What follows belongs to an exercise in optimizing a design on an open flow for small area, a short achievable clock period and few clock cycles per item; a production flow would make more cautious choices. RTL that was checked went through simulation tests only; none was proved equivalent to the original. The RTL of run 1 was laid out without a check of its function.

`design/flow/design.v`:
```
`timescale 1ns / 1ps
module radd #(parameter W = 8, parameter FAST = 0) (
	input  [W-1:0] a,
	input  [W-1:0] b,
	input          ci,
	output [W-1:0] s,
	output         co
);
wire [W:0] c;
assign c[0] = ci;
genvar i;
generate for (i = 0; i < W; i = i + 1) begin : g
	wire p = a[i] ^ b[i];
	assign s[i] = p ^ c[i];
	if (FAST) begin : f
		assign c[i+1] = p ? c[i] : a[i];
	end else begin : r
		assign c[i+1] = (a[i] & b[i]) | (c[i] & p);
	end
end endgenerate
assign co = c[W];
endmodule
module dig10(
	input  [3:0] d,
	input  [3:0] e,
	output [6:0] y
);
wire [5:0] d5;		 
assign d5[1:0] = d[1:0];
radd #(4) a0(.a({2'b00, d[3:2]}), .b(d), .ci(1'b0), .s(d5[5:2]), .co());
assign y[0] = e[0];
radd #(6) a1(.a(d5), .b({3'b000, e[3:1]}), .ci(1'b0), .s(y[6:1]), .co());
endmodule
module bcd2n(
	input  [15:0] bcd,
	output [13:0] n
);
wire [6:0] t, u;
dig10 h(bcd[15:12], bcd[11:8], t);
dig10 l(bcd[7:4], bcd[3:0], u);
wire [8:0] v;		 
assign v[1:0] = u[1:0];
radd #(7) a1(.a(t), .b({2'b00, u[6:2]}), .ci(1'b0), .s(v[8:2]), .co());
wire [8:0] w;		 
assign w[0] = t[0];
radd #(7) a2(.a(t), .b({1'b0, t[6:1]}), .ci(1'b0), .s(w[7:1]), .co(w[8]));
assign n[4:0] = v[4:0];
radd #(9) a3(.a(w), .b({5'd0, v[8:5]}), .ci(1'b0), .s(n[13:5]), .co());
endmodule
module n2bcd(
	input  [13:0] n,
	output [15:0] bcd
);
function [4:0] dbl;	 
	input [3:0] d;
	input b;
	reg c;
	begin
		c = d[3] | (d[2] & (d[1] | d[0]));
		dbl = {c, (d[2] & ~d[1] & ~d[0]) | (d[3] & d[0]),
		          (d[1] & ~d[2]) | (d[1] & d[0]) | (d[3] & ~d[0]),
		          d[0] ^ c, b};
	end
endfunction
reg [3:0] d0, d1, d2, d3;
reg c0, c1, c2;
integer k;
always @(*) begin
	d0 = {1'b0, n[13:11]}; d1 = 4'd0; d2 = 4'd0; d3 = 4'd0;
	for (k = 10; k >= 0; k = k - 1) begin
		{c0, d0} = dbl(d0, n[k]);
		{c1, d1} = dbl(d1, c0);
		{c2, d2} = dbl(d2, c1);
		d3 = {d3[2:0], c2};
	end
end
assign bcd = {d3, d2, d1, d0};
endmodule
`timescale 1ns / 1ps
module bcd_calc(
	input clk,
	input rst,
	input in_valid,
	input [19:0] in_a,
	input [19:0] in_b,
	input [1:0] in_op,        
	output in_ready,
	output out_valid,
	output [19:0] out_result,
	output out_error
);
localparam K1 = 2;
localparam K2 = 6;
localparam K3 = 10;
assign in_ready = 1'b1;
reg [5:0] vp;
always @(posedge clk)
	if (rst) vp <= 6'd0;
	else vp <= {vp[4:0], in_valid};
assign out_valid = vp[5];
reg [15:0] a0, b0;
reg sa0, sb0;
reg [1:0] op0;
always @(posedge clk) begin
	a0 <= in_a[15:0];
	b0 <= in_b[15:0];
	sa0 <= in_a[16];	 
	sb0 <= in_b[16];
	op0 <= in_op;
end
wire [13:0] ma, mb;
bcd2n ca(a0, ma);
bcd2n cb(b0, mb);
wire gt;	 
radd #(14) cmp(.a(ma), .b(~mb), .ci(1'b0), .s(), .co(gt));
wire is_div0 = op0 == 2'd3;
wire is_mul0 = op0 == 2'd2;
wire is_add0 = ~op0[1];
wire esb = sb0 ^ op0[0];
wire diff = sa0 ^ esb;		 
wire sub_b = is_div0 | (is_add0 & diff);
wire inv_r = is_add0 & diff & ~gt;	 
wire cin0 = is_div0 | (is_add0 & diff & gt);
wire sign0 = is_add0 ? ((~diff | gt) ? sa0 : esb) : (sa0 ^ sb0);
wire [14:0] bor;	 
assign bor[14] = 1'b0;
genvar i;
generate for (i = 13; i >= 0; i = i - 1) begin : borg
	assign bor[i] = bor[i+1] | mb[i];
end endgenerate
wire m_hi = |(ma[13:1] & {bor[1], bor[2], bor[3], bor[4], bor[5], bor[6], bor[7],
	bor[8], bor[9], bor[10], bor[11], bor[12], bor[13]});
wire err0 = (is_div0 & (b0 == 16'd0)) | (is_mul0 & m_hi);
wire [13:0] xs [0:14];
wire [13:0] zs [0:14];
wire [13:0] ys [0:14];
wire [5:0]  fs [0:14];	 
assign xs[0] = 14'd0;
assign zs[0] = ma;
assign ys[0] = mb ^ {14{sub_b}};
assign fs[0] = {is_div0, is_mul0, inv_r, cin0, err0, sign0};
genvar k;
generate for (k = 1; k <= 14; k = k + 1) begin : row
	wire [13:0] xi, zi, yi;
	wire [5:0] fi;
	if (k - 1 == K1 || k - 1 == K2 || k - 1 == K3) begin : cut
		reg [13:0] xr, zr, yr;
		reg [5:0] fr;
		always @(posedge clk) begin
			xr <= xs[k-1];
			zr <= zs[k-1];
			yr <= ys[k-1];
			fr <= fs[k-1];
		end
		assign xi = xr; assign zi = zr; assign yi = yr; assign fi = fr;
	end else begin : nocut
		assign xi = xs[k-1]; assign zi = zs[k-1]; assign yi = ys[k-1]; assign fi = fs[k-1];
	end
	wire f_div = fi[5], f_mul = fi[4], f_cin = fi[2];
	wire zb = zi[13];
	wire inj = ~f_mul & zb;
	wire [k-1:0] p;
	if (k == 1) begin : p1
		assign p = inj;
	end else begin : pk
		assign p = {xi[k-2:0], inj};
	end
	wire [k-1:0] s;
	wire co;
	wire ci = (k == 14) ? f_cin : f_div;
	radd #(.W(k), .FAST(1)) ad(.a(p), .b(yi[k-1:0]), .ci(ci), .s(s), .co(co));
	wire yok;	 
	if (k == 14) begin : yk14
		assign yok = 1'b1;
	end else begin : ykn
		assign yok = &yi[13:k];
	end
	wire q = co & yok;
	wire sel = f_div ? q : f_mul ? zb : ((k == 14) & ~f_div & ~f_mul);
	wire [k-1:0] xo = sel ? s : p;
	if (k == 14) begin : x14
		assign xs[k] = xo;
	end else begin : xk
		assign xs[k] = {{(14-k){1'b0}}, xo};
	end
	assign zs[k] = {zi[12:0], q};
	assign ys[k] = yi;
	wire ovf = (f_mul & zb & co) | ((k == 14) & ~f_div & ~f_mul & ~f_cin & co);
	assign fs[k] = {fi[5:2], fi[1] | ovf, fi[0]};
end endgenerate
wire [5:0] ff = fs[14];
wire [13:0] mag = ff[5] ? zs[14] : xs[14] ^ {14{ff[3]}};
reg [13:0] mag4;
reg err4, sg4;
always @(posedge clk) begin
	mag4 <= mag;
	err4 <= ff[1];
	sg4 <= ff[0];
end
wire err = err4 | (mag4 > 14'd9999);
wire [15:0] dig;
n2bcd cv(mag4, dig);
reg [15:0] res5;
reg neg5, err5;
always @(posedge clk) begin
	res5 <= err ? 16'd0 : dig;
	neg5 <= sg4 & (mag4 != 14'd0) & ~err;
	err5 <= err;
end
assign out_result = {1'b0, neg5, 1'b0, neg5, res5};
assign out_error = err5;
endmodule
```
`design/flow/flow/run.sh`:
```
#!/bin/bash
# Own layout flow: the standard ORFS flow (standard.sh), with the port
# buffers made from sky130_fd_sc_hd__buf_2 cells instead of the cell
# buffer_ports picks by default. Each ORFS step logs to orfs/logs/; the make
# output goes to flow.log in this folder.
set -euo pipefail
bash standard.sh "BUFFER_PORTS_ARGS=-buffer_cell sky130_fd_sc_hd__buf_2" finish > flow.log 2>&1
```
`design/flow/standard.sh`:
```
#!/bin/bash
# synth_recipe.tcl (not shown) runs the flow's synth.tcl, then flattens the netlist and writes it again
# the make line also repeats each setting of config.mk as NAME=value (left out here)
make -C /OpenROAD-flow-scripts/flow DESIGN_CONFIG=/design/flow/config.mk WORK_HOME=/design/flow/orfs CLKGATE_MAP_FILE= SYNTH_SCRIPT=/design/flow/synth_recipe.tcl "${@:-finish}"
```
`design/flow/config.mk`:
```
export PLATFORM = sky130hd
export DESIGN_NAME = bcd_calc
export DESIGN_NICKNAME = bcd_calc
export VERILOG_FILES = /design/flow/design.v
export SDC_FILE = /design/flow/constraint.sdc
export NUM_CORES = 4
export LEC_CHECK = 0
export ABC_AREA = 1
export CAP_MARGIN = 20
export CORE_MARGIN = 2
export CORE_UTILIZATION = 40
export CTS_BUF_LIST = sky130_fd_sc_hd__clkbuf_8
export CTS_CLUSTER_SIZE = 10
export PLACE_DENSITY = 0.6
export SLEW_MARGIN = 20
```
`design/flow/constraint.sdc`:
```
create_clock -name core_clock -period 42.0 [get_ports {clk}]
set_input_delay 8.4000 -clock core_clock [delete_from_list [all_inputs] [get_ports {clk}]]
set_output_delay 8.4000 -clock core_clock [all_outputs]
set_load 0.01 [all_outputs]
```
==> summary.txt, run 1 <==
Slew Limit Headroom: 0.299
Total iterations of the first detailed-routing run: 5
Final core occ: 0.436
Final hold violation count: 0
Synth async-reset ratio: 0
Sequential fraction of the synthesis area: 0.287
Ys Warns: 2
Hold Crit Class: flop to flop
TNS Setup: 0 ps
# DRC: 0
CP Class: flop to flop
Final Slew Violations: 0
Cells after Synth: 1935
Area of the multi-input gates: 8180 sq um
Register area: 3920 sq um
Hold_buf cts: 0
Unrepaired setup endpoints after global routing: false
Largest net degree at the start of global routing: 26
Die outline width: 189 um
Vias per cell: 4.75
Post-synthesis register bit count: 196
Prevailing post-synth register cell: dfxtp_1
Clk buf depth: 2
Crit-path most repeated cell: nand2_2
Post-synthesis cell type count: 57
WP data required: 42360 ps
Clock latency on the worst-skew pair: 480 ps
EDFF count, synth: 0
Setup crit start kind: flop
Gr ovfl total: 0
Post-Place Setup Slack: 32260 ps
Drt total wl: 29300 um
IO Port Bufs: 58
Antenna-violating nets left: 0
CTS tree: done
Most common cell after layout, fill and taps aside: nand2_1
Diode count: 0
Post-CTS Setup Bufs: 0
Min Tclk post-route: 9770 ps
Post-synth design cell area: 13700 sq um
Clk pin slew, worst setup/hold paths: 120 ps
CP Capture Type: flop
Clk_skew: 23.3 ps
WHS: 324 ps
HPWL after detailed placement: 23900 um
CP Max Fanout: 25
Vias in the first global route: 11100
Die height: 189 um
Clock Tree Root: clkbuf_8
I/O Pins: 68
Outcome: no timing/DRC/antenna violations
GPL Wtd Cong: 0.849
Clock sinks: 196
Vias: 11600
Most frequent cells in the layout: nand2_1 (484), inv_1 (319), dfxtp_1 (196)
Mean Syn Cell Area: 7.06 sq um
Starting Density: 0.407
Final period utilization: 0.233
Fraction of layout cells with a size suffix above 1: 0.148
Initial antenna violation count: 0
Layout Nets: 2114
Post-CTS sizing: 0
Setup WS post-layout: 32230 ps
CP max stage cell: dfxtp_1
Cts bufs inserted: 17
Max cap viols: 0
Fillers: 3416
Core ar.: 33600 sq um
CP max stage delay: 330 ps
Rows: 67
Synthesis-to-layout area growth: 7.22%
WL/cell: 12.0 um
Achievable clock frequency: 102 MHz
Final setup violation count: 0
Worst-Margin Slew: 1050 ps
Worst EP arrival: 10130 ps
# H-tree levels: 4
Number of DRC markers in iteration 0: 544
Total track usage: 0.169
First-pass GRT wire length: 49800 um
Die area: 35700 sq um
[worst paths after layout]
| path | from | end | slack, ps | depth (start not counted) |
|---|---|---|---|---|
| worst max-delay path | row[11].cut.fr[5] | mag4[8] | 32230 | 102 |
| worst min-delay path | row[3].cut.zr[6] | row[7].cut.zr[10] | 320 | 0 |
| worst max register to register | row[11].cut.fr[5] | mag4[8] | 32230 | 102 |
| worst min register to register | row[3].cut.zr[6] | row[7].cut.zr[10] | 320 | 0 |
[cell usage after synthesis, types with 10 or more instances]
library cell | n | area share
nand2_1 | 484 | 0.13
inv_1 | 319 | 0.088
dfxtp_1 | 196 | 0.29
nand3_1 | 168 | 0.062
nand2_2 | 112 | 0.051
nor2_1 | 94 | 0.026
xor2_1 | 89 | 0.057
o21ai_0 | 87 | 0.032
ha_1 | 47 | 0.043
a21oi_1 | 43 | 0.016
fa_1 | 38 | 0.056
or2_2 | 23 | 0.011
xnor2_1 | 23 | 0.015
o22ai_1 | 21 | 0.0096
nand3_2 | 18 | 0.013
o21ai_2 | 15 | 0.0096
nand4_1 | 13 | 0.0060
nand2_4 | 12 | 0.0099
o21ai_1 | 12 | 0.0044
nand3b_1 | 10 | 0.0055
[cell families after synthesis]
kind of cell               synth area share
AOI/OAI and AO/OA                    0.0884
xor gates and xnor gates             0.0718
and+or+nand+nor                       0.334
DFF                                   0.287
other                              0.000550
buffers and inverters                 0.115
adders and majority gates             0.104
[worst max-delay path, delay by kind of cell, from the launching register on]
| kind | cells | cell delay, ps |
|---|---|---|
| flip-flops | 1 | 330 |
| buffers and inverters | 3 | 550 |
| AND/OR/NAND/NOR | 99 | 8790 |
[per-layer routing]
metal	vias up	track usage	routed length, um
met5	-	0	0
li1	6172	-	-
met1	5267	0.208	13900
met2	159	0.308	14100
met4	0	0.0475	462
met3	25	0.0235	826
[area by class of cell]
| type | count | area share |
|---|---|---|
| Sequential cell | 196 | 0.268 |
| Inverter | 330 | 0.0858 |
| Multi-Input combinational cell | 1379 | 0.558 |
| Tap cell | 448 | 0.0383 |
| Timing Repair Buffer | 60 | 0.0208 |
| Clock inverter | 15 | 0.0132 |
| Clock buffer | 17 | 0.0160 |
[registers in the layout, summed over array words and instances (netlist names)]
register,cells
sb0,1
err5,1
vp,6
row.cut.yr,42
mag4,14
row.cut.fr,18
sa0,1
row.cut.xr,18
neg5,1
b0,16
sg4,1
row.cut.zr,42
res5,16
err4,1
op0,2
a0,16
[per-stage QoR]
step,std cells,instance area (sq um)
floorplan,1936,13700
global placement,2413,14200
detailed placement,2413,14200
finish,2445,14700
global route,2445,14700
CTS,2445,14700
==> inputs of run 2 (changes only) <==
--- a/design/flow/design.v
+++ b/design/flow/design.v
@@ -25,11 +25,11 @@
 	input  [3:0] e,
 	output [6:0] y
 );
-wire [5:0] d5;		 
-assign d5[1:0] = d[1:0];
-radd #(4) a0(.a({2'b00, d[3:2]}), .b(d), .ci(1'b0), .s(d5[5:2]), .co());
+wire c4 = d[2] & d[0];
+wire c5 = d[1] & c4;
+wire [6:0] d10 = {d[3] | (d[2] & c5), d[2] ^ c5, d[3] | (d[1] ^ c4), d[2] ^ d[0], d[1], d[0], 1'b0};
 assign y[0] = e[0];
-radd #(6) a1(.a(d5), .b({3'b000, e[3:1]}), .ci(1'b0), .s(y[6:1]), .co());
+radd #(6) a1(.a(d10[6:1]), .b({3'b000, e[3:1]}), .ci(1'b0), .s(y[6:1]), .co());
 endmodule
 module bcd2n(
 	input  [15:0] bcd,
@@ -189,22 +189,24 @@
 	assign fs[k] = {fi[5:2], fi[1] | ovf, fi[0]};
 end endgenerate
 wire [5:0] ff = fs[14];
-wire [13:0] mag = ff[5] ? zs[14] : xs[14] ^ {14{ff[3]}};
+wire [13:0] mag = ff[5] ? zs[14] : xs[14];
 reg [13:0] mag4;
-reg err4, sg4;
+reg err4, sg4, inv4;
 always @(posedge clk) begin
 	mag4 <= mag;
+	inv4 <= ff[3];
 	err4 <= ff[1];
 	sg4 <= ff[0];
 end
-wire err = err4 | (mag4 > 14'd9999);
+wire [13:0] m = mag4 ^ {14{inv4}};
+wire err = err4 | (m > 14'd9999);
 wire [15:0] dig;
-n2bcd cv(mag4, dig);
+n2bcd cv(m, dig);
 reg [15:0] res5;
 reg neg5, err5;
 always @(posedge clk) begin
 	res5 <= err ? 16'd0 : dig;
-	neg5 <= sg4 & (mag4 != 14'd0) & ~err;
+	neg5 <= sg4 & (m != 14'd0) & ~err;
 	err5 <= err;
 end
 assign out_result = {1'b0, neg5, 1'b0, neg5, res5};
--- a/design/flow/config.mk
+++ b/design/flow/config.mk
@@ -9,7 +9,6 @@
 export CAP_MARGIN = 20
 export CORE_MARGIN = 2
 export CORE_UTILIZATION = 40
-export CTS_BUF_LIST = sky130_fd_sc_hd__clkbuf_8
-export CTS_CLUSTER_SIZE = 10
+export CTS_BUF_LIST = sky130_fd_sc_hd__clkbuf_8 sky130_fd_sc_hd__clkbuf_16
 export PLACE_DENSITY = 0.6
 export SLEW_MARGIN = 20
==> summary.txt, run 2 <==
Layout Nets: 2069
# H-tree levels: 4
Mean Syn Cell Area: 7.09 sq um
Stages on worst setup path: 1
Cell Chain, Critical Path: buf_2
Global route hottest layer: met2
Slew Limit Headroom: 0.481
Placed cell areas: 14000 sq um
Antenna-violating nets left: 0
Most common cell in the synthesized netlist: nand2_1
Met2 usage: 0.310
Worst-Margin Slew: 777 ps
Hold_buf cts: 0
Cells after Synth: 1890
Worst EP arrival: 900 ps
Number of cells on the worst reg-to-reg path: 89
Initial antenna violation count: 0
Total iterations of the first detailed-routing run: 5
Drt total wl: 29100 um
Vias in the first global route: 11000
# DRC: 0
First-pass GRT wire length: 50100 um
Achievable clock frequency: 107 MHz
Fraction of layout cells with a size suffix above 1: 0.142
Synth async-reset ratio: 0
EDFF count, synth: 0
Synthesis-to-layout area growth: 9.11%
WP data required: 33600 ps
Outcome: no timing/DRC/antenna violations
Clock sinks: 197
Final hold violation count: 0
CTS tree: done
Diode count: 0
Worst Path Buf+Inv: 1
Share of the synthesized area in the top cell type: 0.294
I/O Pins: 68
Unrepaired setup endpoints after global routing: false
Kind of cell adding the most delay to the critical path: flip-flops
Max cap viols: 0
Die area: 35000 sq um
Prevailing post-synth register cell: dfxtp_1
CP Capture Type: output port
Leading area contributor after synthesis: dfxtp_1
Clk buf depth: 2
M3 GR Usage: 0.0206
Hold Crit Class: flop to flop
Vias per cell: 4.78
Ys Warns: 2
Largest regs: row.cut.yr: 42 flops, row.cut.zr: 42 flops
CP max stage delay: 340 ps
TNS Setup: 0 ps
Total track usage: 0.171
CP Max Fanout: 2
Post-synthesis register bit count: 197
WL/cell: 12.1 um
Min Tclk post-route: 9300 ps
Most common cell after layout, fill and taps aside: nand2_1
Post-CTS Setup Bufs: 0
Most frequent cells in the layout: nand2_1 (480), inv_1 (294), dfxtp_1 (197)
Core ar.: 33300 sq um
Die height: 187 um
Post-CTS sizing: 0
Post-synthesis cell type count: 62
Gr ovfl total: 0
Setup crit start kind: flop
HPWL after detailed placement: 23300 um
Starting Density: 0.403
Clk pin slew, worst setup/hold paths: 80 ps
Hold depth: 0
Final Slew Violations: 0
Commonest cells in the synthesized netlist: nand2_1 (480), inv_1 (294), dfxtp_1 (197)
M1 GR Usage: 0.212
GPL Wtd Cong: 0.837
IO Port Bufs: 58
Clock latency on the worst-skew pair: 440 ps
Final instance area: 14600 sq um
Cts bufs inserted: 17
Clk_skew: 11.5 ps
Sequential fraction of the synthesis area: 0.294
WHS: 330 ps
Vias: 11500
Largest cells by area after synthesis: dfxtp_1 (29%), nand2_1 (13%), inv_1 (8.2%)
Largest net degree at the start of global routing: 29
Final period utilization: 0.222
Final setup violation count: 0
Number of DRC markers in iteration 0: 638
Fillers: 3390
Clock Tree Root: clkbuf_16
Rows: 67
CP max stage cell: dfxtp_1
CP Class: flop to output port
Post-synth design cell area: 13400 sq um
Die outline width: 187 um
[run 2: cell type report]
cell class | instances | area [sq um] | share of cell area
inverters | 306 | 1160 | 0.0791
clock buffers | 17 | 425 | 0.0291
flip-flops and latches | 197 | 3940 | 0.270
well taps | 448 | 561 | 0.0383
repair buffers | 59 | 298 | 0.0204
clock inverters | 15 | 218 | 0.0149
multi-input cells | 1358 | 8020 | 0.549
[run 2: logic make-up after synthesis]
logic type / share of synthesized area
XOR/XNOR: 0.0719
multiplexers: 0.00168
buffers and inverters: 0.108
adder cells (fa/ha/maj): 0.100
AO/OA/AOI/OAI: 0.102
other: 0.000560
flip-flops: 0.294
AND/OR/NAND/NOR: 0.322
[run 2: final timing paths]
path	start	end	slack (ps)
max	neg5	out_result[18]	32700
min	row[7].cut.zr[6]	row[11].cut.zr[10]	330
max reg2reg	row[11].cut.fr[5]	mag4[1]	32990
min reg2reg	row[7].cut.zr[6]	row[11].cut.zr[10]	330
[run 2: metal layers]
layer	part of all wire	wire, um
met5	0	0
met1	0.46	13400
met4	0.021	609
met2	0.49	14200
met3	0.030	872
[run 2: through the flow]
stage | setup WS [ps] | utilization | cells
final | 32700 | 0.439 | 2400
after global routing | 31870 | 0.439 | 2400
after CTS | 32670 | 0.439 | 2400
after detailed placement | 33070 | 0.420 | 2368
after global placement | 33160 | 0.420 | 2368
after floorplan | 33180 | - | 1891
Testbench counts of run 2, summed over its fixed seeds: cycles 8,048, items 8,000.
==> inputs of run 3 (changes only) <==
--- a/design/flow/config.mk
+++ b/design/flow/config.mk
@@ -9,6 +9,6 @@
 export CAP_MARGIN = 20
 export CORE_MARGIN = 2
 export CORE_UTILIZATION = 40
-export CTS_BUF_LIST = sky130_fd_sc_hd__clkbuf_8 sky130_fd_sc_hd__clkbuf_16
+export CTS_CLUSTER_SIZE = 24
 export PLACE_DENSITY = 0.6
 export SLEW_MARGIN = 20
==> summary.txt, run 3 <==
Clk_skew: 11.5 ps
Largest cells by area after synthesis: dfxtp_1 (29%), nand2_1 (13%), inv_1 (8.2%)
Die outline width: 187 um
Core ar.: 33300 sq um
Sequential fraction of the synthesis area: 0.294
CP max stage cell: dfxtp_1
Vias per cell: 4.78
Synth Area in Adders: 0.100
Final hold violation count: 0
M1 GR Usage: 0.212
Cell Chain, Critical Path: buf_2
Met2 usage: 0.310
Final Slew Violations: 0
WL/cell: 12.1 um
Clock latency on the worst-skew pair: 440 ps
Setup WS post-layout: 32700 ps
Prevailing post-synth register cell: dfxtp_1
Most frequent cells in the layout: nand2_1 (480), inv_1 (294), dfxtp_1 (197)
Rows: 67
Cells after Synth: 1890
Post-synthesis register bit count: 197
Post-synthesis cell type count: 62
Commonest cells in the synthesized netlist: nand2_1 (480), inv_1 (294), dfxtp_1 (197)
Total track usage: 0.171
Antenna-violating nets left: 0
Global route hottest layer: met2
HPWL after detailed placement: 23300 um
Die height: 187 um
Worst Path Buf+Inv: 1
Unrepaired setup endpoints after global routing: false
Post-Place Setup Slack: 33070 ps
Largest regs: row.cut.yr: 42 flops, row.cut.zr: 42 flops
CP max stage delay: 340 ps
Kind of cell adding the most delay to the critical path: flip-flops
CTS tree: done
Clock Tree Root: clkbuf_16
Most common cell in the synthesized netlist: nand2_1
I/O Pins: 68
Achievable clock frequency: 107 MHz
CP Max Fanout: 2
Worst-Margin Slew: 777 ps
WP data required: 33600 ps
EDFF count, synth: 0
Fin cells: 2400
Clk pin slew, worst setup/hold paths: 80 ps
Mean Syn Cell Area: 7.09 sq um
Placed cell count: 2368
Setup crit start kind: flop
Post-CTS Setup Bufs: 0
Number of cells on the worst reg-to-reg path: 89
Diode count: 0
Outcome: no timing/DRC/antenna violations
Clk buf depth: 2
Synth Area in XOR/XNOR: 0.0719
Worst EP arrival: 900 ps
Fraction of layout cells with a size suffix above 1: 0.142
CP Class: flop to output port
Main combinational cell family by area after synthesis: simple AND/OR/NAND/NOR gates
Worst setup path endpoint: out_result[18]
Drt total wl: 29100 um
Total iterations of the first detailed-routing run: 5
Starting Density: 0.403
Leading area contributor after synthesis: dfxtp_1
Simple-gate portion of the synthesized area: 0.322
Critical path startpoint: neg5
IO Port Bufs: 58
Most common cell after layout, fill and taps aside: nand2_1
M3 GR Usage: 0.0206
Synthesis-to-layout area growth: 9.11%
Clock sinks: 197
Reg-to-reg critical path endpoint: mag4[1]
Synth async-reset ratio: 0
Die area: 35000 sq um
# DRC: 0
Hold Crit Class: flop to flop
Final period utilization: 0.222
Vias in the first global route: 11000
Final setup violation count: 0
# H-tree levels: 4
Post-synthesis compound-gate area fraction: 0.102
Gr ovfl total: 0
Number of DRC markers in iteration 0: 638
CP Capture Type: output port
Max cap viols: 0
Layout Nets: 2069
Ys Warns: 2
Mux contribution to synthesized area: 0.00168
Stages on worst setup path: 1
Reg-to-reg startpoint: row[11].cut.fr[5]
First-pass GRT wire length: 50100 um
GPL Wtd Cong: 0.837
Largest net degree at the start of global routing: 29
Hold_buf cts: 0
Vias: 11500
Share of the synthesized area in the top cell type: 0.294
R2r setup slk: 32990 ps
Post-CTS sizing: 0
Fillers: 3390
Cts bufs inserted: 17
Post-synth design cell area: 13400 sq um
Min Tclk post-route: 9300 ps
Initial antenna violation count: 0
Slew Limit Headroom: 0.481
TNS Setup: 0 ps
## run 3: worst min path at each step
stage / start / end / depth (start not counted)
after floorplan: row[11].cut.fr[3] / inv4 / 0
after global routing: row[3].cut.zr[9] / row[7].cut.zr[13] / 0
after global placement: row[7].cut.zr[4] / row[11].cut.zr[8] / 0
after CTS: row[3].cut.zr[7] / row[7].cut.zr[11] / 0
final: row[7].cut.zr[6] / row[11].cut.zr[10] / 0
after detailed placement: row[11].cut.fr[3] / inv4 / 0
## run 3: layout make-up
cell class	count	area, sq um	share of cell area
multi-input combinational	1358	8020	0.549
inverter	306	1160	0.0791
tap	448	561	0.0383
clock buffer	17	425	0.0291
timing repair buffer	59	298	0.0204
clock inverter	15	218	0.0149
sequential	197	3940	0.270
## run 3: kinds of logic after synthesis
logic type / Yosys count
DFF: 197
xor gates and xnor gates: 110
and+or+nand+nor: 922
adders and majority gates: 87
buffers and inverters: 336
muxes: 2
AOI/OAI and AO/OA: 234
other: 2
## run 3: worst register-to-register path: cells and delay by family, from the launching register on
family          cells  cell delay, ps
simple gates       83            7430
compound gates      1             260
flops               1             310
buf+inv             5             880
## run 3: routing by layer
| layer | vias to the layer above | wire length, um |
|---|---|---|
| li1 | 6065 | - |
| met1 | 5190 | 13400 |
| met2 | 172 | 14200 |
| met3 | 41 | 872 |
| met4 | 0 | 609 |
| met5 | - | 0 |
## run 3: metrics by stage
stage / instance area (sq um) / hold WS, ps / utilization
final: 14600 / 330 / 0.439
after global routing: 14600 / 334 / 0.439
after CTS: 14600 / 331 / 0.439
after detailed placement: 14000 / 312 / 0.420
after global placement: 14000 / 311 / 0.420
after floorplan: 13400 / 310 / -
==> inputs of run 4 (changes only) <==
--- a/design/flow/config.mk
+++ b/design/flow/config.mk
@@ -9,6 +9,6 @@
 export CAP_MARGIN = 20
 export CORE_MARGIN = 2
 export CORE_UTILIZATION = 40
-export CTS_CLUSTER_SIZE = 24
+export CTS_CLUSTER_SIZE = 32
 export PLACE_DENSITY = 0.6
 export SLEW_MARGIN = 20
==> summary.txt, run 4 <==
Outcome: no timing/DRC/antenna violations
Number of DRC markers in iteration 0: 638
Largest regs: row.cut.yr: 42 flops, row.cut.zr: 42 flops
CP max stage cell: dfxtp_1
Ys Warns: 2
Hold_buf cts: 0
Post-Place Setup Slack: 33070 ps
Clock sinks: 197
WP data required: 33600 ps
Most common cell in the synthesized netlist: nand2_1
Area of the multi-input gates: 8020 sq um
Mux contribution to synthesized area: 0.00168
First-pass GRT wire length: 50100 um
Placed cell areas: 14000 sq um
Antenna-violating nets left: 0
Hold Crit Class: flop to flop
TNS Setup: 0 ps
Clk pin slew, worst setup/hold paths: 80 ps
Placed cell count: 2368
Slew Limit Headroom: 0.481
Synthesis-to-layout area growth: 9.11%
Final core occ: 0.439
Fillers: 3390
Post-synth design cell area: 13400 sq um
Cells after Synth: 1890
Post-synthesis register bit count: 197
Simple-gate portion of the synthesized area: 0.322
Hold depth: 0
Min Tclk post-route: 9300 ps
I/O Pins: 68
Reg-to-reg critical path endpoint: mag4[1]
CTS tree: done
Cell Chain, Critical Path: buf_2
Clock Tree Root: clkbuf_16
CP Capture Type: output port
IO Port Bufs: 58
Final setup violation count: 0
Worst Path Buf+Inv: 1
WL/cell: 12.1 um
Achievable clock frequency: 107 MHz
# DRC: 0
Leading area contributor after synthesis: dfxtp_1
Kind of cell adding the most delay to the critical path: flip-flops
Vias in the first global route: 11000
Fraction of layout cells with a size suffix above 1: 0.142
Fin cells: 2400
Diode count: 0
Initial antenna violation count: 0
Vias per cell: 4.78
Unrepaired setup endpoints after global routing: false
EDFF count, synth: 0
Prevailing post-synth register cell: dfxtp_1
# H-tree levels: 4
Met2 usage: 0.310
Commonest cells in the synthesized netlist: nand2_1 (480), inv_1 (294), dfxtp_1 (197)
Final period utilization: 0.222
Hold Startpoint: row[7].cut.zr[6]
Die area: 35000 sq um
Register area: 3940 sq um
Global route hottest layer: met2
Total track usage: 0.171
WHS Endpoint: row[11].cut.zr[10]
Clk buf depth: 2
Setup crit start kind: flop
Mean Syn Cell Area: 7.09 sq um
Rows: 67
Main combinational cell family by area after synthesis: simple AND/OR/NAND/NOR gates
Post-synthesis compound-gate area fraction: 0.102
Clock latency on the worst-skew pair: 440 ps
Most common cell after layout, fill and taps aside: nand2_1
Final Slew Violations: 0
Max cap viols: 0
Synth Area in Adders: 0.100
Share of the synthesized area in the top cell type: 0.294
Most frequent cells in the layout: nand2_1 (480), inv_1 (294), dfxtp_1 (197)
Post-CTS Setup Bufs: 0
R2r setup slk: 32990 ps
M1 GR Usage: 0.212
Cts bufs inserted: 17
Starting Density: 0.403
Drt total wl: 29100 um
Vias: 11500
Clk_skew: 11.5 ps
Worst EP arrival: 900 ps
Die height: 187 um
Largest net degree at the start of global routing: 29
Synth async-reset ratio: 0
Synth Area in XOR/XNOR: 0.0719
Number of cells on the worst reg-to-reg path: 89
Die outline width: 187 um
CP max stage delay: 340 ps
Post-CTS sizing: 0
CP Max Fanout: 2
Reg-to-reg startpoint: row[11].cut.fr[5]
Sequential fraction of the synthesis area: 0.294
Largest cells by area after synthesis: dfxtp_1 (29%), nand2_1 (13%), inv_1 (8.2%)
WHS: 330 ps
Layout Nets: 2069
Setup WS post-layout: 32700 ps
Core ar.: 33300 sq um
GPL Wtd Cong: 0.837
CP Class: flop to output port
Total iterations of the first detailed-routing run: 5
Final instance area: 14600 sq um
Worst-Margin Slew: 777 ps
M3 GR Usage: 0.0206
HPWL after detailed placement: 23300 um
Final hold violation count: 0
Gr ovfl total: 0
Post-synthesis cell type count: 62
[run 4: cell counts in the layout (fill, tap and decap cells not counted)]
Identical to the previous run, type by type.
[run 4: kinds of logic (layout without fill, tap and decap cells)]
group / Yosys count / in the layout
buf+inv: 336 / 397
flops: 197 / 197
xor+xnor: 110 / 110
compound gates: 234 / 234
simple gates: 922 / 922
other cells: 2 / 3
fa+ha+maj: 87 / 87
mux: 2 / 2
[run 4: worst max-delay path by stage]
stage / cells past startpoint / slack (ps) / startpoint / endpoint
after floorplan: 1 / 33180 / neg5 / out_result[16]
after global placement: 1 / 33160 / neg5 / out_result[16]
after detailed placement: 89 / 33070 / row[11].cut.fr[5] / mag4[1]
after CTS: 1 / 32670 / neg5 / out_result[18]
after global routing: 89 / 31870 / row[11].cut.fr[5] / mag4[1]
final: 1 / 32700 / neg5 / out_result[18]
[run 4: routing by layer]
metal | up-vias | part of all wire
met5 | - | 0
met4 | 0 | 0.021
met3 | 41 | 0.030
met2 | 172 | 0.49
met1 | 5190 | 0.46
li1 | 6065 | -
[run 4: cell type report]
class	count	share of cell area
multi-input combinational	1358	0.549
sequential	197	0.270
inverter	306	0.0791
tap	448	0.0383
clock buffer	17	0.0291
timing repair buffer	59	0.0204
clock inverter	15	0.0149
==> inputs of run 5 (changes only) <==
--- a/design/flow/config.mk
+++ b/design/flow/config.mk
@@ -9,6 +9,5 @@
 export CAP_MARGIN = 20
 export CORE_MARGIN = 2
 export CORE_UTILIZATION = 40
-export CTS_CLUSTER_SIZE = 32
 export PLACE_DENSITY = 0.6
 export SLEW_MARGIN = 20
==> summary.txt, run 5 <==
Most frequent cells in the layout: nand2_1 (480), inv_1 (294), dfxtp_1 (197)
Final setup violation count: 0
Antenna-violating nets left: 0
Cell Chain, Critical Path: buf_2
TNS Setup: 0 ps
WP data required: 33600 ps
Fraction of layout cells with a size suffix above 1: 0.142
Hold Crit Class: flop to flop
Most common cell in the synthesized netlist: nand2_1
CP Capture Type: output port
Vias in the first global route: 11000
Synth async-reset ratio: 0
HPWL after detailed placement: 23300 um
Post-CTS sizing: 0
Rows: 67
I/O Pins: 68
Min Tclk post-route: 9300 ps
Placed cell count: 2368
CP max stage cell: dfxtp_1
Fin cells: 2400
Clock Tree Root: clkbuf_16
Share of the synthesized area in the top cell type: 0.294
Hold_buf cts: 0
Synthesis-to-layout area growth: 9.11%
Kind of cell adding the most delay to the critical path: flip-flops
CP max stage delay: 340 ps
Vias per cell: 4.78
Layout Nets: 2069
Ys Warns: 2
CTS tree: done
Final period utilization: 0.222
Cells after Synth: 1890
# DRC: 0
Mean Syn Cell Area: 7.09 sq um
Diode count: 0
Slew Limit Headroom: 0.481
Die height: 187 um
Clk_skew: 11.5 ps
Clk pin slew, worst setup/hold paths: 80 ps
Worst EP arrival: 900 ps
Prevailing post-synth register cell: dfxtp_1
# H-tree levels: 4
Clock sinks: 197
Die outline width: 187 um
Most common cell after layout, fill and taps aside: nand2_1
GPL Wtd Cong: 0.837
Clk buf depth: 2
Largest regs: row.cut.yr: 42 flops, row.cut.zr: 42 flops
Leading area contributor after synthesis: dfxtp_1
Post-Place Setup Slack: 33070 ps
Largest cells by area after synthesis: dfxtp_1 (29%), nand2_1 (13%), inv_1 (8.2%)
Worst-Margin Slew: 777 ps
Die area: 35000 sq um
Outcome: no timing/DRC/antenna violations
Initial antenna violation count: 0
Worst Path Buf+Inv: 1
Max cap viols: 0
Total track usage: 0.171
Largest net degree at the start of global routing: 29
Achievable clock frequency: 107 MHz
Final hold violation count: 0
Starting Density: 0.403
EDFF count, synth: 0
Post-synthesis register bit count: 197
Post-CTS Setup Bufs: 0
First-pass GRT wire length: 50100 um
Setup WS post-layout: 32700 ps
Commonest cells in the synthesized netlist: nand2_1 (480), inv_1 (294), dfxtp_1 (197)
Vias: 11500
Cts bufs inserted: 17
Gr ovfl total: 0
Core ar.: 33300 sq um
CP Max Fanout: 2
Number of DRC markers in iteration 0: 638
WL/cell: 12.1 um
Total iterations of the first detailed-routing run: 5
Unrepaired setup endpoints after global routing: false
Sequential fraction of the synthesis area: 0.294
IO Port Bufs: 58
CP Class: flop to output port
Drt total wl: 29100 um
Final Slew Violations: 0
Post-synth design cell area: 13400 sq um
Clock latency on the worst-skew pair: 440 ps
Setup crit start kind: flop
Post-synthesis cell type count: 62
[run 5: logic make-up (layout without fill, tap and decap cells)]
| kind of cell | Yosys count | count (layout) | share of synthesized area |
|---|---|---|---|
| other cells | 2 | 3 | 0.000560 |
| xor+xnor | 110 | 110 | 0.0719 |
| fa+ha+maj | 87 | 87 | 0.100 |
| simple gates | 922 | 922 | 0.322 |
| flops | 197 | 197 | 0.294 |
| compound gates | 234 | 234 | 0.102 |
| buf+inv | 336 | 397 | 0.108 |
| mux | 2 | 2 | 0.00168 |
[run 5: path summary, 6_finish.rpt]
check	start	endpoint	slack, ps	cells after the start
setup / recovery	neg5	out_result[18]	32700	1
hold / removal	row[7].cut.zr[6]	row[11].cut.zr[10]	330	0
setup reg to reg	row[11].cut.fr[5]	mag4[1]	32990	89
hold reg to reg	row[7].cut.zr[6]	row[11].cut.zr[10]	330	0
[run 5: per-stage QoR]
step	hold slack [ps]	instance area [sq um]	utilization
floorplan	310	13400	-
CTS	331	14600	0.439
detailed placement	312	14000	0.420
global placement	311	14000	0.420
finish	330	14600	0.439
global route	334	14600	0.439
[run 5: layer usage]
| layer | vias up | GRT usage | wire (um) |
|---|---|---|---|
| met4 | 0 | 0.0510 | 609 |
| li1 | 6065 | - | - |
| met3 | 41 | 0.0206 | 872 |
| met1 | 5190 | 0.212 | 13400 |
| met5 | - | 0 | 0 |
| met2 | 172 | 0.310 | 14200 |
[run 5: area by class of cell]
type / instances / area [sq um]
Clock buffer: 17 / 425
Multi-Input combinational cell: 1358 / 8020
Tap cell: 448 / 561
Sequential cell: 197 / 3940
Fill cell: 3390 / 18700
Timing Repair Buffer: 59 / 298
Inverter: 306 / 1160
Clock inverter: 15 / 218
==> inputs of run 6 (changes only) <==
--- a/design/flow/config.mk
+++ b/design/flow/config.mk
@@ -6,8 +6,8 @@
 export NUM_CORES = 4
 export LEC_CHECK = 0
 export ABC_AREA = 1
-export CAP_MARGIN = 20
+export CAP_MARGIN = 0
 export CORE_MARGIN = 2
 export CORE_UTILIZATION = 40
 export PLACE_DENSITY = 0.6
-export SLEW_MARGIN = 20
+export SLEW_MARGIN = 0
==> summary.txt, run 6 <==
Most frequent cells in the layout: nand2_1 (480), inv_1 (294), dfxtp_1 (197)
Total track usage: 0.171
I/O Pins: 68
Diode count: 0
Final Slew Violations: 0
WP data required: 33600 ps
Initial antenna violation count: 0
WL/cell: 12.1 um
Clock latency on the worst-skew pair: 440 ps
Total iterations of the first detailed-routing run: 5
Fillers: 3390
Ys Warns: 2
Post-synthesis register bit count: 197
GPL Wtd Cong: 0.837
Placed cell count: 2368
IO Port Bufs: 58
Rows: 67
Reg-to-reg critical path endpoint: mag4[1]
Achievable clock frequency: 107 MHz
Min Tclk post-route: 9300 ps
Clk pin slew, worst setup/hold paths: 80 ps
Vias: 11500
# DRC: 0
Cell Chain, Critical Path: buf_2
Clk_skew: 11.5 ps
Worst Path Buf+Inv: 1
Largest net degree at the start of global routing: 29
Final period utilization: 0.222
Synthesis-to-layout area growth: 9.11%
Gr ovfl total: 0
Fin cells: 2400
Post-synth design cell area: 13400 sq um
CP Class: flop to output port
Drt total wl: 29100 um
CP max stage cell: dfxtp_1
Reg-to-reg startpoint: row[11].cut.fr[5]
Kind of cell adding the most delay to the critical path: flip-flops
Hold Crit Class: flop to flop
Critical path startpoint: neg5
Stages on worst setup path: 1
Unrepaired setup endpoints after global routing: false
Post-Place Setup Slack: 33070 ps
Sequential fraction of the synthesis area: 0.294
Core ar.: 33300 sq um
Cells after Synth: 1890
Commonest cells in the synthesized netlist: nand2_1 (480), inv_1 (294), dfxtp_1 (197)
Antenna-violating nets left: 0
WHS: 330 ps
Setup crit start kind: flop
CTS tree: done
Worst EP arrival: 900 ps
Post-synthesis cell type count: 62
Die height: 187 um
Worst-Margin Slew: 777 ps
Mean Syn Cell Area: 7.09 sq um
CP max stage delay: 340 ps
TNS Setup: 0 ps
Final hold violation count: 0
Slew Limit Headroom: 0.481
Post-CTS sizing: 0
Share of the synthesized area in the top cell type: 0.294
Setup WS post-layout: 32700 ps
CP Capture Type: output port
Fraction of layout cells with a size suffix above 1: 0.142
Largest cells by area after synthesis: dfxtp_1 (29%), nand2_1 (13%), inv_1 (8.2%)
Vias per cell: 4.78
Cts bufs inserted: 17
Die area: 35000 sq um
R2r setup slk: 32990 ps
Clock sinks: 197
Most common cell after layout, fill and taps aside: nand2_1
HPWL after detailed placement: 23300 um
Worst setup path endpoint: out_result[18]
Die outline width: 187 um
Most common cell in the synthesized netlist: nand2_1
# H-tree levels: 4
Max cap viols: 0
Post-CTS Setup Bufs: 0
Layout Nets: 2069
Clk buf depth: 2
Prevailing post-synth register cell: dfxtp_1
Number of DRC markers in iteration 0: 638
CP Max Fanout: 2
Number of cells on the worst reg-to-reg path: 89
Starting Density: 0.403
Hold_buf cts: 0
First-pass GRT wire length: 50100 um
Clock Tree Root: clkbuf_16
EDFF count, synth: 0
Synth async-reset ratio: 0
Vias in the first global route: 11000
Largest regs: row.cut.yr: 42 flops, row.cut.zr: 42 flops
Final setup violation count: 0
Leading area contributor after synthesis: dfxtp_1
Outcome: no timing/DRC/antenna violations
-- run 6: cell counts after synthesis --
No cell type changed its count.
-- run 6: area by class of cell --
cell class                      count  area [sq um]  share of cell area
Clock buffer                       17           425              0.0291
Clock inverter                     15           218              0.0149
Inverter                          306          1160              0.0791
Multi-Input combinational cell   1358          8020               0.549
Sequential cell                   197          3940               0.270
Tap cell                          448           561              0.0383
Timing Repair Buffer               59           298              0.0204
-- run 6: kinds of logic after synthesis --
group,after synthesis,synth area share
other,2,0.000560
DFF,197,0.294
xor gates and xnor gates,110,0.0719
muxes,2,0.00168
buffers and inverters,336,0.108
adders and majority gates,87,0.100
and+or+nand+nor,922,0.322
AOI/OAI and AO/OA,234,0.102
-- run 6: worst min path at each step --
stage	startpoint	end	cells after the start
2_1_floorplan	row[11].cut.fr[3]	inv4	0
3_3_place_gp	row[7].cut.zr[4]	row[11].cut.zr[8]	0
3_5_place_dp	row[11].cut.fr[3]	inv4	0
4_1_cts	row[3].cut.zr[7]	row[7].cut.zr[11]	0
5_1_grt	row[3].cut.zr[9]	row[7].cut.zr[13]	0
6_report	row[7].cut.zr[6]	row[11].cut.zr[10]	0
-- run 6: metrics by stage --
stage	utilization	instance area, sq um
after global placement	0.420	14000
final	0.439	14600
after detailed placement	0.420	14000
after CTS	0.439	14600
after global routing	0.439	14600
after floorplan	-	13400
-- run 6: layer usage --
layer  global-route usage  share of wire  routed length, um
met5                    0              0                  0
met4               0.0510          0.021                609
met3               0.0206          0.030                872
met2                0.310           0.49              14200
met1                0.212           0.46              13400
==> inputs of run 7 (changes only) <==
--- a/design/flow/config.mk
+++ b/design/flow/config.mk
@@ -6,8 +6,8 @@
 export NUM_CORES = 4
 export LEC_CHECK = 0
 export ABC_AREA = 1
-export CAP_MARGIN = 0
+export CAP_MARGIN = 10
 export CORE_MARGIN = 2
 export CORE_UTILIZATION = 40
 export PLACE_DENSITY = 0.6
-export SLEW_MARGIN = 0
+export SLEW_MARGIN = 10
==> summary.txt, run 7 <==
Antenna-violating nets left: 0
EDFF count, synth: 0
CP Max Fanout: 2
Ys Warns: 2
Fraction of layout cells with a size suffix above 1: 0.142
Worst-Margin Slew: 777 ps
Final Slew Violations: 0
Hold_buf cts: 0
Largest net degree at the start of global routing: 29
Cells after Synth: 1890
Die area: 35000 sq um
Drt total wl: 29100 um
TNS Setup: 0 ps
Post-CTS sizing: 0
Clock latency on the worst-skew pair: 440 ps
I/O Pins: 68
Clock Tree Root: clkbuf_16
Cell Chain, Critical Path: buf_2
Final core occ: 0.439
Post-synthesis register bit count: 197
Synthesis-to-layout area growth: 9.11%
Worst EP arrival: 900 ps
Final hold violation count: 0
Slew Limit Headroom: 0.481
Die outline width: 187 um
Core ar.: 33300 sq um
Synth async-reset ratio: 0
Clk_skew: 11.5 ps
Commonest cells in the synthesized netlist: nand2_1 (480), inv_1 (294), dfxtp_1 (197)
IO Port Bufs: 58
Most frequent cells in the layout: nand2_1 (480), inv_1 (294), dfxtp_1 (197)
Share of the synthesized area in the top cell type: 0.294
Rows: 67
# DRC: 0
Min Tclk post-route: 9300 ps
CP Capture Type: output port
Total track usage: 0.171
WL/cell: 12.1 um
Prevailing post-synth register cell: dfxtp_1
Starting Density: 0.403
Final period utilization: 0.222
Vias: 11500
HPWL after detailed placement: 23300 um
Post-synth design cell area: 13400 sq um
CP max stage delay: 340 ps
Worst Path Buf+Inv: 1
Diode count: 0
Cts bufs inserted: 17
GPL Wtd Cong: 0.837
Gr ovfl total: 0
Final setup violation count: 0
CP Class: flop to output port
Total iterations of the first detailed-routing run: 5
Largest regs: row.cut.yr: 42 flops, row.cut.zr: 42 flops
Setup crit start kind: flop
Leading area contributor after synthesis: dfxtp_1
Mean Syn Cell Area: 7.09 sq um
Clk pin slew, worst setup/hold paths: 80 ps
Initial antenna violation count: 0
Vias in the first global route: 11000
CTS tree: done
Clk buf depth: 2
Post-synthesis cell type count: 62
Achievable clock frequency: 107 MHz
WP data required: 33600 ps
Clock sinks: 197
CP max stage cell: dfxtp_1
Post-CTS Setup Bufs: 0
# H-tree levels: 4
Hold Crit Class: flop to flop
Kind of cell adding the most delay to the critical path: flip-flops
Sequential fraction of the synthesis area: 0.294
Unrepaired setup endpoints after global routing: false
Max cap viols: 0
Vias per cell: 4.78
Layout Nets: 2069
Number of DRC markers in iteration 0: 638
Largest cells by area after synthesis: dfxtp_1 (29%), nand2_1 (13%), inv_1 (8.2%)
First-pass GRT wire length: 50100 um
Most common cell in the synthesized netlist: nand2_1
Die height: 187 um
Most common cell after layout, fill and taps aside: nand2_1
Outcome: no timing/DRC/antenna violations
## run 7: cell counts after synthesis
Identical to the previous run, type by type.
## run 7: cells by family (layout without fill, tap and decap cells)
logic type | after synthesis | count (layout) | share of synthesized area
simple gates | 922 | 922 | 0.322
buf+inv | 336 | 397 | 0.108
compound gates | 234 | 234 | 0.102
flops | 197 | 197 | 0.294
xor+xnor | 110 | 110 | 0.0719
fa+ha+maj | 87 | 87 | 0.100
other cells | 2 | 3 | 0.000560
mux | 2 | 2 | 0.00168
## run 7: final cells by class
class	instances	area, sq um
fill	3390	18700
multi-input combinational	1358	8020
sequential	197	3940
inverter	306	1160
tap	448	561
clock buffer	17	425
timing repair buffer	59	298
clock inverter	15	218
## run 7: path summary, 6_finish.rpt
path | start | to | slack, ps | cells after the start
worst max-delay path | neg5 | out_result[18] | 32700 | 1
worst min-delay path | row[7].cut.zr[6] | row[11].cut.zr[10] | 330 | 0
worst max register to register | row[11].cut.fr[5] | mag4[1] | 32990 | 89
worst min register to register | row[7].cut.zr[6] | row[11].cut.zr[10] | 330 | 0
## run 7: stage by stage
step | cells | setup WS, ps | hold slack, ps | instance area, sq um
floorplan | 1891 | 33180 | 310 | 13400
global placement | 2368 | 33160 | 311 | 14000
detailed placement | 2368 | 33070 | 312 | 14000
CTS | 2400 | 32670 | 331 | 14600
global route | 2400 | 31870 | 334 | 14600
finish | 2400 | 32700 | 330 | 14600
## run 7: per-layer routing
metal	wire, um	vias to the layer above	global-route usage	part of all wire
met1	13400	5190	0.212	0.46
met5	0	-	0	0
met3	872	41	0.0206	0.030
li1	-	6065	-	-
met2	14200	172	0.310	0.49
met4	609	0	0.0510	0.021
==> inputs of run 8 (changes only) <==
==> design/flow/flow/run.sh (replaced) <==
#!/bin/bash
# Own layout flow: the standard ORFS flow (standard.sh), with the port
# buffers made from sky130_fd_sc_hd__buf_2 cells and the clock tree built
# with its own options. Each ORFS step logs to orfs/logs/; the make output
# goes to flow.log in this folder.
set -euo pipefail
bash standard.sh "BUFFER_PORTS_ARGS=-buffer_cell sky130_fd_sc_hd__buf_2" "CTS_ARGS=-sink_clustering_enable -repair_clock_nets -sink_clustering_size 24 -sink_clustering_max_diameter 100 -dont_use_dummy_load" finish > flow.log 2>&1
--- a/design/flow/config.mk
+++ b/design/flow/config.mk
@@ -6,8 +6,8 @@
 export NUM_CORES = 4
 export LEC_CHECK = 0
 export ABC_AREA = 1
-export CAP_MARGIN = 10
+export CAP_MARGIN = 20
 export CORE_MARGIN = 2
 export CORE_UTILIZATION = 40
 export PLACE_DENSITY = 0.6
-export SLEW_MARGIN = 10
+export SLEW_MARGIN = 20
==> summary.txt, run 8 <==
Clock Tree Root: clkbuf_16
Gr ovfl total: 0
Largest net degree at the start of global routing: 29
Leading area contributor after synthesis: dfxtp_1
Rows: 67
# H-tree levels: 4
Worst Path Buf+Inv: 1
CP Capture Type: output port
Ys Warns: 2
CP max stage delay: 330 ps
Final setup violation count: 0
Fillers: 3417
Fraction of layout cells with a size suffix above 1: 0.136
Cells after Synth: 1890
Vias per cell: 4.78
Final period utilization: 0.221
Total track usage: 0.170
Antenna-violating nets left: 0
Total iterations of the first detailed-routing run: 7
Synth async-reset ratio: 0
Hold_buf cts: 0
Largest regs: row.cut.yr: 42 flops, row.cut.zr: 42 flops
Drt total wl: 28800 um
CP max stage cell: dfxtp_1
Number of cells on the worst reg-to-reg path: 89
Mean Syn Cell Area: 7.09 sq um
CP Class: flop to output port
Final Slew Violations: 0
Sequential fraction of the synthesis area: 0.294
Post-synthesis cell type count: 62
Clk pin slew, worst setup/hold paths: 60 ps
GPL Wtd Cong: 0.837
Starting Density: 0.403
WL/cell: 12.1 um
Die outline width: 187 um
Post-CTS Setup Bufs: 0
Diode count: 0
CP Max Fanout: 2
Die area: 35000 sq um
Final hold violation count: 0
Layout Nets: 2069
Clk_skew: 30.1 ps
Initial antenna violation count: 0
Post-synthesis register bit count: 197
Outcome: no timing/DRC/antenna violations
Synthesis-to-layout area growth: 7.49%
Post-CTS sizing: 0
Number of DRC markers in iteration 0: 642
Clock sinks: 197
EDFF count, synth: 0
Cell Chain, Critical Path: buf_2
Setup crit start kind: flop
First-pass GRT wire length: 49700 um
Post-Place Setup Slack: 33070 ps
IO Port Bufs: 58
Stages on worst setup path: 1
Prevailing post-synth register cell: dfxtp_1
Vias: 11400
WP data required: 33600 ps
Share of the synthesized area in the top cell type: 0.294
Die height: 187 um
Kind of cell adding the most delay to the critical path: flip-flops
Cts bufs inserted: 17
Most frequent cells in the layout: nand2_1 (480), inv_1 (294), dfxtp_1 (197)
Most common cell after layout, fill and taps aside: nand2_1
Worst-Margin Slew: 776 ps
HPWL after detailed placement: 23300 um
Hold depth: 0
Min Tclk post-route: 9280 ps
Most common cell in the synthesized netlist: nand2_1
Max cap viols: 0
CTS tree: done
TNS Setup: 0 ps
Worst EP arrival: 880 ps
Vias in the first global route: 10900
Setup WS post-layout: 32720 ps
Commonest cells in the synthesized netlist: nand2_1 (480), inv_1 (294), dfxtp_1 (197)
I/O Pins: 68
Slew Limit Headroom: 0.482
Clk buf depth: 2
Unrepaired setup endpoints after global routing: false
Largest cells by area after synthesis: dfxtp_1 (29%), nand2_1 (13%), inv_1 (8.2%)
Hold Crit Class: flop to flop
Clock latency on the worst-skew pair: 440 ps
# DRC: 0
Post-synth design cell area: 13400 sq um
Core ar.: 33300 sq um
Achievable clock frequency: 108 MHz
## run 8: cell counts after synthesis
No cell type changed its count.
## run 8: worst paths after layout
check,from,end,slack (ps)
worst max-delay path,neg5,out_result[18],32720
worst min-delay path,row[3].cut.zr[9],row[7].cut.zr[13],320
worst max register to register,row[11].cut.fr[5],mag4[1],33030
worst min register to register,row[3].cut.zr[9],row[7].cut.zr[13],320
## run 8: kinds of logic after synthesis
group,synth area share
muxes,0.00168
adders and majority gates,0.100
buffers and inverters,0.108
xor gates and xnor gates,0.0719
and+or+nand+nor,0.322
AOI/OAI and AO/OA,0.102
other,0.000560
DFF,0.294
## run 8: final cells by class
type                    count  area (sq um)  area share
flip-flops and latches    197          3940       0.274
clock buffers              17           425      0.0295
well taps                 448           561      0.0389
inverters                 306          1160      0.0803
multi-input cells        1358          8020       0.557
repair buffers             59           298      0.0207
## run 8: metrics by stage
stage          hold WS (ps)  instance area (sq um)   util  cells
3_5_place_dp            312                  14000  0.420   2368
2_1_floorplan           310                  13400      -   1891
5_1_grt                 321                  14400  0.433   2385
6_report                320                  14400  0.433   2385
4_1_cts                 324                  14400  0.433   2385
3_3_place_gp            311                  14000  0.420   2368
## run 8: layer usage
metal	share of wire	track usage	vias up
met1	0.47	0.212	5159
met2	0.49	0.308	160
met5	0	0	-
met3	0.025	0.0203	36
met4	0.020	0.0479	0
li1	-	-	6035
==> inputs of run 9 (changes only) <==
==> design/flow/flow/run.sh (replaced) <==
#!/bin/bash
# Own layout flow: the standard ORFS flow (standard.sh), with the port
# buffers made from sky130_fd_sc_hd__buf_2 cells and the clock tree built
# with its own options. Each ORFS step logs to orfs/logs/; the make output
# goes to flow.log in this folder.
set -euo pipefail
bash standard.sh "BUFFER_PORTS_ARGS=-buffer_cell sky130_fd_sc_hd__buf_2" "CTS_ARGS=-sink_clustering_enable -repair_clock_nets -root_buf sky130_fd_sc_hd__clkbuf_16 -buf_list sky130_fd_sc_hd__clkbuf_8 -sink_clustering_size 8 -sink_clustering_max_diameter 30 -dont_use_dummy_load" finish > flow.log 2>&1
--- a/design/flow/config.mk
+++ b/design/flow/config.mk
@@ -8,6 +8,6 @@
 export ABC_AREA = 1
 export CAP_MARGIN = 20
 export CORE_MARGIN = 2
-export CORE_UTILIZATION = 40
-export PLACE_DENSITY = 0.6
+export CORE_UTILIZATION = 60
+export PLACE_DENSITY = 0.75
 export SLEW_MARGIN = 20
==> summary.txt, run 9 <==
Die height: 153 um
Leading area contributor after synthesis: dfxtp_1
GPL Wtd Cong: 0.902
Worst Path Buf+Inv: 1
EDFF count, synth: 0
Critical path startpoint: neg5
Total iterations of the first detailed-routing run: 5
Final setup violation count: 0
Fraction of layout cells with a size suffix above 1: 0.136
Core ar.: 21900 sq um
Post-synthesis cell type count: 62
CTS tree: done
Largest cells by area after synthesis: dfxtp_1 (29%), nand2_1 (13%), inv_1 (8.2%)
Clk pin slew, worst setup/hold paths: 100 ps
Initial antenna violation count: 0
Total track usage: 0.237
Worst-Margin Slew: 755 ps
CP Capture Type: output port
CP Class: flop to output port
Achievable clock frequency: 108 MHz
Synthesis-to-layout area growth: 4.57%
Cell Chain, Critical Path: buf_2
Final hold violation count: 0
Antenna-violating nets left: 0
Min Tclk post-route: 9250 ps
Slew Limit Headroom: 0.496
WHS: 310 ps
Kind of cell adding the most delay to the critical path: flip-flops
HPWL after detailed placement: 22300 um
First-pass GRT wire length: 46900 um
Setup crit start kind: flop
Die outline width: 153 um
Clock latency on the worst-skew pair: 370 ps
Sequential fraction of the synthesis area: 0.294
Starting Density: 0.612
Clk buf depth: 2
Die area: 23600 sq um
Most common cell after layout, fill and taps aside: nand2_1
Vias per cell: 5.20
CP max stage cell: dfxtp_1
IO Port Bufs: 58
Hold_buf cts: 0
Post-CTS sizing: 0
Final Slew Violations: 0
Gr ovfl total: 0
Vias in the first global route: 10600
Layout Nets: 2069
Synth async-reset ratio: 0
Most common cell in the synthesized netlist: nand2_1
Hold Crit Class: flop to flop
Max cap viols: 0
Vias: 11500
Worst EP arrival: 850 ps
Clock Tree Root: clkbuf_16
Rows: 54
Number of DRC markers in iteration 0: 511
Outcome: no timing/DRC/antenna violations
WP data required: 33600 ps
Post-synth design cell area: 13400 sq um
Mean Syn Cell Area: 7.09 sq um
CP Max Fanout: 2
# DRC: 0
Setup WS post-layout: 32750 ps
Prevailing post-synth register cell: dfxtp_1
Most frequent cells in the layout: nand2_1 (480), inv_1 (294), dfxtp_1 (197)
Largest regs: row.cut.yr: 42 flops, row.cut.zr: 42 flops
Cells after Synth: 1890
WL/cell: 12.3 um
# H-tree levels: 4
Post-Place Setup Slack: 33150 ps
Cts bufs inserted: 17
CP max stage delay: 340 ps
Commonest cells in the synthesized netlist: nand2_1 (480), inv_1 (294), dfxtp_1 (197)
Share of the synthesized area in the top cell type: 0.294
Drt total wl: 27300 um
I/O Pins: 68
TNS Setup: 0 ps
Post-synthesis register bit count: 197
Hold Startpoint: row[7].cut.zr[0]
Ys Warns: 2
Reg-to-reg startpoint: row[11].cut.fr[4]
Post-CTS Setup Bufs: 0
Unrepaired setup endpoints after global routing: false
Clock sinks: 197
Clk_skew: 34.7 ps
Final period utilization: 0.220
Diode count: 0
Largest net degree at the start of global routing: 28
## run 9: cell counts after synthesis
Identical to the previous run, type by type.
## run 9: area by class of cell
type	count	area, sq um
Tap cell	280	350
Inverter	306	1160
Fill cell	1998	7880
Sequential cell	197	3940
Clock buffer	17	245
Timing Repair Buffer	59	298
Multi-Input combinational cell	1358	8020
## run 9: routing by layer
metal / track usage / up-vias / wire length, um / part of all wire
met5: 0 / - / 0 / 0
met4: 0.0533 / 0 / 391 / 0.014
met3: 0.0284 / 29 / 925 / 0.034
met2: 0.430 / 199 / 13600 / 0.50
met1: 0.302 / 5247 / 12400 / 0.45
li1: - / 6044 / - / -
## run 9: final timing paths
check | end | slack (ps) | cells past startpoint
worst max-delay path | out_result[18] | 32750 | 1
worst min-delay path | row[11].cut.zr[4] | 310 | 0
worst max register to register | mag4[1] | 33190 | 90
worst min register to register | row[11].cut.zr[4] | 310 | 0
## run 9: cell families after synthesis
group / Yosys count / share of synthesized area
AND/OR/NAND/NOR: 922 / 0.322
other: 2 / 0.000560
XOR/XNOR: 110 / 0.0719
adder cells (fa/ha/maj): 87 / 0.100
buffers and inverters: 336 / 0.108
flip-flops: 197 / 0.294
multiplexers: 2 / 0.00168
AO/OA/AOI/OAI: 234 / 0.102
## run 9: stage by stage
| step | instances | util | instance area [sq um] |
|---|---|---|---|
| final | 2217 | 0.640 | 14000 |
| after global routing | 2217 | 0.640 | 14000 |
| after CTS | 2217 | 0.640 | 14000 |
| after detailed placement | 2200 | 0.629 | 13800 |
| after global placement | 2200 | 0.629 | 13800 |
| after floorplan | 1891 | - | 13400 |

separate check: timing with driven ports:
Ports are ideal in the flow. The routed layouts listed here were re-timed in OpenROAD. Step 1 sets driving cells, clkbuf_16 on the clock port and buf_2 on the other inputs (assumed; they add their load-dependent delay and slew). Step 2 adds t to the input delays and takes it off the output delays; t is the mean of the earliest and latest rising clock arrival at the registers after step 1. Input paths then give back, and output paths get back, about the clock's delay inside the block. a / b / c = ideal ports / drivers / drivers and shift; a / b = the first two.
run	shift t [ns]	slack for setup (ns)	worst register clock-pin slew, ns	worst slew at a driven data input, ns	cell pins on the clock port's net
run 1	0.520	32.231 / 32.231 / 32.231	0.12 / 0.12	0.04	1
run 2	0.485	32.696 / 32.645 / 32.993	0.09 / 0.09	0.03	1
run 3	0.485	32.696 / 32.645 / 32.993	0.09 / 0.09	0.03	1
run 4	0.485	32.696 / 32.645 / 32.993	0.09 / 0.09	0.03	1
run 5	0.485	32.696 / 32.645 / 32.993	0.09 / 0.09	0.03	1
run 6	0.485	32.696 / 32.645 / 32.993	0.09 / 0.09	0.03	1
run 7	0.485	32.696 / 32.645 / 32.993	0.09 / 0.09	0.03	1
run 8	0.472	32.724 / 32.676 / 33.029	0.08 / 0.08	0.03	1
run 9	0.404	32.750 / 32.703 / 33.107	0.10 / 0.10	0.03	1
After both steps setup and hold are still met in every run listed.
